From an optimization exercise on the open Yosys and OpenROAD flow, aimed at small area; shortcuts taken in it are not production practice.
Where RTL was checked, it was by simulation tests only, not by an equivalence proof against the original.
Power figures rest on the tool's default switching activity, not on a simulated workload.

## calc
module calc(clk, rst, validIn, dataIn, dataOut);
input clk, rst, validIn;
input  [15:0] dataIn;
output [15:0] dataOut;
reg [1:0] state;
reg [15:0] num1;
reg [15:0] dataOut;
wire inA = ~state[1] & ~state[0];
wire inB = state[0];
wire inC = state[1];
wire opAdd = dataOut[0];
wire isOp  = (dataIn[15:2] == 14'd0);
wire isInc  = isOp & dataIn[1] & dataIn[0];
wire selN   = (inB & ~(validIn & isInc)) | (inC & ~validIn);
wire selX   = inA | (inC & validIn & ~opAdd);
wire selOne = validIn & ((inC & opAdd) | (inB & isInc));
wire [15:0] mb;
assign mb[0] = (selN & num1[0]) | (selX & dataIn[0]) | selOne;
genvar gj;
generate for (gj = 1; gj < 16; gj = gj + 1) begin : g_mb
    ao22 u_mb (.a(selN), .b(num1[gj]), .c(selX), .d(dataIn[gj]), .y(mb[gj]));
end endgenerate
wire injHi = inC & opAdd;
wire injLo = inB | (inC & opAdd);
wire [15:0] prodN;
    wire pp_0_0;
    nd2 u_pp_0_0 (.a(num1[0]), .b(mb[0]), .y(pp_0_0));
    wire pp_1_0;
    nd2 u_pp_1_0 (.a(num1[1]), .b(mb[0]), .y(pp_1_0));
  ...
export LEC_CHECK = 0
export CAP_MARGIN = 0
export CORE_MARGIN = 2
export CORE_UTILIZATION = 40
export CTS_BUF_LIST = sky130_fd_sc_hd__clkbuf_8
export SLEW_MARGIN = 0
export SYNTH_HIERARCHICAL = 1
create_clock -name core_clock -period 8.0 [get_ports {clk}]
standard.sh (not shown) runs the stock make flow with config.mk's settings and CLKGATE_MAP_FILE= SYNTH_SCRIPT=/design/flow/synth_recipe.tcl, a recipe that flattens the netlist after the stock synthesis.
==> flow/flow/run.sh <==
#!/bin/bash
# Layout flow: the standard layout (standard.sh) with two changes:
# - the port buffers that global placement puts on every input and output
#   port are made from a small buffer cell (buf_2) (the resizer still upsizes
#   any that needs more drive);
# - clock tree synthesis adds no dummy loads (they only balance the leaf
#   buffers' loads and take area).
# Every tool's output goes to standard.log here, and ORFS's own logs.
export BUFFER_PORTS_ARGS="-buffer_cell sky130_fd_sc_hd__buf_2"
export CTS_ARGS="-sink_clustering_enable -repair_clock_nets -buf_list sky130_fd_sc_hd__clkbuf_8 -dont_use_dummy_load"
bash standard.sh finish > standard.log 2>&1
The baseline finished with timing, DRC and antenna clean.
==> next run, changes <==
--- a/flow/flow/run.sh
+++ b/flow/flow/run.sh
@@ -3,3 +3,3 @@
 # - the port buffers that global placement puts on every input and output
-#   port are made from a small buffer cell (buf_2) (the resizer still upsizes
+#   port are made from the smallest buffer cell (the resizer still upsizes
 #   any that needs more drive);
@@ -8,3 +8,3 @@
 # Every tool's output goes to standard.log here, and ORFS's own logs.
-export BUFFER_PORTS_ARGS="-buffer_cell sky130_fd_sc_hd__buf_2"
+export BUFFER_PORTS_ARGS="-buffer_cell sky130_fd_sc_hd__buf_1"
 export CTS_ARGS="-sink_clustering_enable -repair_clock_nets -buf_list sky130_fd_sc_hd__clkbuf_8 -dont_use_dummy_load"
Effect: The new run ran to the end with no violations; core utilization is lower by 0.19 points; design area is lower by 0.41%; sequential share of layout area barely changes; total power is higher by 1.1%; count of clock-buffer cells in the layout does not change; clock power hardly moves; critical path depth is unchanged; setup slack loses 0.041 ns; non-clock buffer count is higher by 5; via count hardly moves; cell count is higher by 0.82%.
==> next run, changes <==
--- a/flow/config.mk
+++ b/flow/config.mk
@@ -11,2 +11,3 @@
 export CTS_BUF_LIST = sky130_fd_sc_hd__clkbuf_8
+export GPL_TIMING_DRIVEN = 0
 export SLEW_MARGIN = 0
After rerunning:
- The changed run produced a clean layout
- register-to-register slack gets worse by 0.64 ns
- die area stays the same
- routed wire length fell by about 6%
- worst setup slack gets worse by 0.044 ns
- first-iteration DRC count rose by about 20%
- sequential cell count is unchanged
- synthesized cell count does not change
- synthesized area is unchanged
- combinational power stays flat
- non-clock buffer count fell by 26
- sequential power rose by about 3%
No functional check of the RTL was part of any run of this note.

========
Another version of the RTL of calc (not shown whole).
Size: ~420 cells after synthesis, about 34 flip-flops, roughly 35 I/O pins, roughly 4300 sq um of cells after synthesis.
// calc
module calc(clk, rst, validIn, dataIn, dataOut);
input clk, rst, validIn;
input  [15:0] dataIn;
output [15:0] dataOut;
reg [1:0] state;
reg [15:0] num1;
reg [15:0] dataOut;
wire inA = ~state[1] & ~state[0];
wire inB = state[0];
wire inC = state[1];
wire opAdd = dataOut[0];
wire isOp  = (dataIn[15:2] == 14'd0);
wire selSq  = inB & ~dataIn[0];
wire selMul = inC & ~opAdd;
wire [15:0] mb;
assign mb[0] = (selSq & num1[0]) | (selMul & dataIn[0]) | (inC & opAdd) | (inB & dataIn[0]);
assign mb[15:1] = ({15{selSq}} & num1[15:1]) | ({15{selMul}} & dataIn[15:1]);
wire injHi = inC & opAdd;
wire injLo = inB | (inC & opAdd);
wire [15:0] prodN;
    wire pp_0_0 = ~(num1[0] & mb[0]);
    wire pp_1_0 = ~(num1[1] & mb[0]);
    wire pp_2_0 = ~(num1[2] & mb[0]);
    wire pp_3_0 = ~(num1[3] & mb[0]);
    wire pp_4_0 = ~(num1[4] & mb[0]);
    wire pp_5_0 = ~(num1[5] & mb[0]);
    wire pp_6_0 = ~(num1[6] & mb[0]);
    wire pp_7_0 = ~(num1[7] & mb[0]);
    wire pp_8_0 = ~(num1[8] & mb[0]);
    wire pp_9_0 = ~(num1[9] & mb[0]);
    wire pp_10_0 = ~(num1[10] & mb[0]);
    wire pp_11_0 = ~(num1[11] & mb[0]);
    wire pp_12_0 = ~(num1[12] & mb[0]);
    wire pp_13_0 = ~(num1[13] & mb[0]);
    wire pp_14_0 = ~(num1[14] & mb[0]);
    wire pp_15_0 = ~(num1[15] & mb[0]);
    wire pp_0_1 = ~((num1[0] & mb[1]) | (dataIn[1] & injHi));
    wire pp_1_1 = ~((num1[1] & mb[1]) | (dataIn[2] & injHi));
    wire pp_2_1 = ~((num1[2] & mb[1]) | (dataIn[3] & injHi));
    wire pp_3_1 = ~((num1[3] & mb[1]) | (dataIn[4] & injHi));
    wire pp_4_1 = ~((num1[4] & mb[1]) | (dataIn[5] & injHi));
    wire pp_5_1 = ~((num1[5] & mb[1]) | (dataIn[6] & injHi));
    wire pp_6_1 = ~((num1[6] & mb[1]) | (dataIn[7] & injHi));
    wire pp_7_1 = ~((num1[7] & mb[1]) | (dataIn[8] & injHi));
    wire pp_8_1 = ~((num1[8] & mb[1]) | (dataIn[9] & injHi));
    wire pp_9_1 = ~((num1[9] & mb[1]) | (dataIn[10] & injHi));
    wire pp_10_1 = ~((num1[10] & mb[1]) | (dataIn[11] & injHi));
    wire pp_11_1 = ~((num1[11] & mb[1]) | (dataIn[12] & injHi));
    wire pp_12_1 = ~((num1[12] & mb[1]) | (dataIn[13] & injHi));
  ...
export LEC_CHECK = 0
export CAP_MARGIN = 0
export CORE_MARGIN = 2
export CORE_UTILIZATION = 40
export CTS_BUF_LIST = sky130_fd_sc_hd__clkbuf_8
export GPL_TIMING_DRIVEN = 0
export SLEW_MARGIN = 0
export SYNTH_HIERARCHICAL = 1
create_clock -name core_clock -period 8.0 [get_ports {clk}]
==> flow/flow/run.sh <==
#!/bin/bash
# Layout flow: the standard layout (standard.sh) with two changes:
# - the port buffers that global placement puts on every input and output
#   port are made from the smallest buffer cell (the resizer still upsizes
#   any that needs more drive);
# - clock tree synthesis adds no dummy loads (they only balance the leaf
#   buffers' loads and take area).
# Every tool's output goes to standard.log here, and ORFS's own logs.
export BUFFER_PORTS_ARGS="-buffer_cell sky130_fd_sc_hd__buf_1"
export CTS_ARGS="-sink_clustering_enable -repair_clock_nets -buf_list sky130_fd_sc_hd__clkbuf_8 -dont_use_dummy_load"
bash standard.sh finish > standard.log 2>&1
Then changed:
--- a/flow/flow/run.sh
+++ b/flow/flow/run.sh
@@ -2 +2 @@
-# Layout flow: the standard layout (standard.sh) with two changes:
+# Layout flow: the standard layout (standard.sh) with these changes:
@@ -7 +7,4 @@
-#   buffers' loads and take area).
+#   buffers' loads and take area);
+# - the resizer may not use the large plain buffers (buf_4 and up) when it
+#   splits high-fanout nets, so it uses the smaller ones. DONT_USE_CELLS is
+#   the platform's list with those buffers added.
@@ -11 +14,2 @@
-bash standard.sh finish > standard.log 2>&1
+DU="sky130_fd_sc_hd__probe_p_8 sky130_fd_sc_hd__probec_p_8 sky130_fd_sc_hd__lpflow_bleeder_1 sky130_fd_sc_hd__lpflow_clkbufkapwr_1 sky130_fd_sc_hd__lpflow_clkbufkapwr_16 sky130_fd_sc_hd__lpflow_clkbufkapwr_2 sky130_fd_sc_hd__lpflow_clkbufkapwr_4 sky130_fd_sc_hd__lpflow_clkbufkapwr_8 sky130_fd_sc_hd__lpflow_clkinvkapwr_1 sky130_fd_sc_hd__lpflow_clkinvkapwr_16 sky130_fd_sc_hd__lpflow_clkinvkapwr_2 sky130_fd_sc_hd__lpflow_clkinvkapwr_4 sky130_fd_sc_hd__lpflow_clkinvkapwr_8 sky130_fd_sc_hd__lpflow_decapkapwr_12 sky130_fd_sc_hd__lpflow_decapkapwr_3 sky130_fd_sc_hd__lpflow_decapkapwr_4 sky130_fd_sc_hd__lpflow_decapkapwr_6 sky130_fd_sc_hd__lpflow_decapkapwr_8 sky130_fd_sc_hd__lpflow_inputiso0n_1 sky130_fd_sc_hd__lpflow_inputiso0p_1 sky130_fd_sc_hd__lpflow_inputiso1n_1 sky130_fd_sc_hd__lpflow_inputiso1p_1 sky130_fd_sc_hd__lpflow_inputisolatch_1 sky130_fd_sc_hd__lpflow_isobufsrc_1 sky130_fd_sc_hd__lpflow_isobufsrc_16 sky130_fd_sc_hd__lpflow_isobufsrc_2 sky130_fd_sc_hd__lpflow_isobufsrc_4 sky130_fd_sc_hd__lpflow_isobufsrc_8 sky130_fd_sc_hd__lpflow_isobufsrckapwr_16 sky130_fd_sc_hd__lpflow_lsbuf_lh_hl_isowell_tap_1 sky130_fd_sc_hd__lpflow_lsbuf_lh_hl_isowell_tap_2 sky130_fd_sc_hd__lpflow_lsbuf_lh_hl_isowell_tap_4 sky130_fd_sc_hd__lpflow_lsbuf_lh_isowell_4 sky130_fd_sc_hd__lpflow_lsbuf_lh_isowell_tap_1 sky130_fd_sc_hd__lpflow_lsbuf_lh_isowell_tap_2 sky130_fd_sc_hd__lpflow_lsbuf_lh_isowell_tap_4  sky130_fd_sc_hd__buf_4 sky130_fd_sc_hd__buf_6 sky130_fd_sc_hd__buf_8 sky130_fd_sc_hd__buf_12 sky130_fd_sc_hd__buf_16"
+bash standard.sh "DONT_USE_CELLS=$DU" finish > standard.log 2>&1
--- a/flow/config.mk
+++ b/flow/config.mk
@@ -12 +11,0 @@
-export GPL_TIMING_DRIVEN = 0
=> The new run died in synthesis.
Then changed:
==> flow/flow/run.sh (replaced) <==
#!/bin/bash
# Layout flow: the standard layout (standard.sh) with two changes:
# - the port buffers that global placement puts on every input and output
#   port are made from the smallest buffer cell (the resizer still upsizes
#   any that needs more drive);
# - clock tree synthesis adds no dummy loads (they only balance the leaf
#   buffers' loads and take area).
# Every tool's output goes to standard.log here, and ORFS's own logs.
export BUFFER_PORTS_ARGS="-buffer_cell sky130_fd_sc_hd__buf_1"
export CTS_ARGS="-sink_clustering_enable -repair_clock_nets -buf_list sky130_fd_sc_hd__clkbuf_8 -dont_use_dummy_load"
bash standard.sh finish > standard.log 2>&1
--- a/flow/config.mk
+++ b/flow/config.mk
@@ -10 +10 @@
-export CORE_UTILIZATION = 40
+export CORE_UTILIZATION = 65
After rerunning: This time the run produced a clean layout.
Then changed:
==> flow/flow/run.sh (replaced) <==
#!/bin/bash
# Layout flow: the standard layout (standard.sh) with these changes:
# - the port buffers that global placement puts on every input and output
#   port are made from the smallest buffer cell (the resizer still upsizes
#   any that needs more drive);
# - clock tree synthesis uses clkbuf_4 below a clkbuf_8 root and adds no
#   dummy loads (they only balance the leaf buffers' loads and take area).
# Every tool's output goes to standard.log here, and ORFS's own logs.
export BUFFER_PORTS_ARGS="-buffer_cell sky130_fd_sc_hd__buf_1"
export CTS_ARGS="-sink_clustering_enable -repair_clock_nets -buf_list sky130_fd_sc_hd__clkbuf_4 -root_buf sky130_fd_sc_hd__clkbuf_8 -dont_use_dummy_load"
bash standard.sh finish > standard.log 2>&1
--- a/flow/config.mk
+++ b/flow/config.mk
@@ -10,2 +10,2 @@
-export CORE_UTILIZATION = 65
-export CTS_BUF_LIST = sky130_fd_sc_hd__clkbuf_8
+export CORE_UTILIZATION = 40
+export CTS_BUF_LIST = sky130_fd_sc_hd__clkbuf_4
- The changed run completed without violations
- total power decreases by 1.3%
- setup slack improves by 41 ps
- register-to-register slack degrades by 30 ps
- sequential power hardly moves
- clock skew increases by 8.4 ps
- sequential share of layout area decreases by 0.17 points
- non-clock buffer count decreases by 1

==> port drivers added, routing unchanged <==
Ports are ideal in the flow. The routed layouts listed here were re-timed in OpenROAD.
Step 1 assumes that a clkbuf_16 drives the clock port and a buf_2 every other input.
Step 2 adds t to the input delays and takes it off the output delays; t is the mean of the earliest and latest rising clock arrival at the registers after step 1. Input paths then give back, and output paths get back, about the clock's delay inside the block.
a / b / c = ideal ports / drivers / drivers and shift; a / b = the first two.
run | t, ns | slack for setup (ns) | worst setup path at the end
the first run of note 1 | 0.326 | 0.331 / 0.345 / 0.019 | input to register
the second run of note 1 | 0.317 | 0.290 / 0.305 / -0.012 | input to register
the third run of note 1 | 0.326 | 0.245 / 0.260 / -0.066 | input to register
the first run of note 2 | 0.309 | 0.156 / 0.159 / -0.150 | input to register
the third run of note 2 | 0.317 | 0.221 / 0.224 / -0.092 | input to register
the fourth run of note 2 | 0.313 | 0.262 / 0.267 / -0.046 | input to register
Met with ideal ports but missed after step 2: setup timing in 5 of these runs. For the third run of note 2, which loses most, drivers alone change the setup slack by +0.003 ns; drivers and shift together by -0.313 ns.
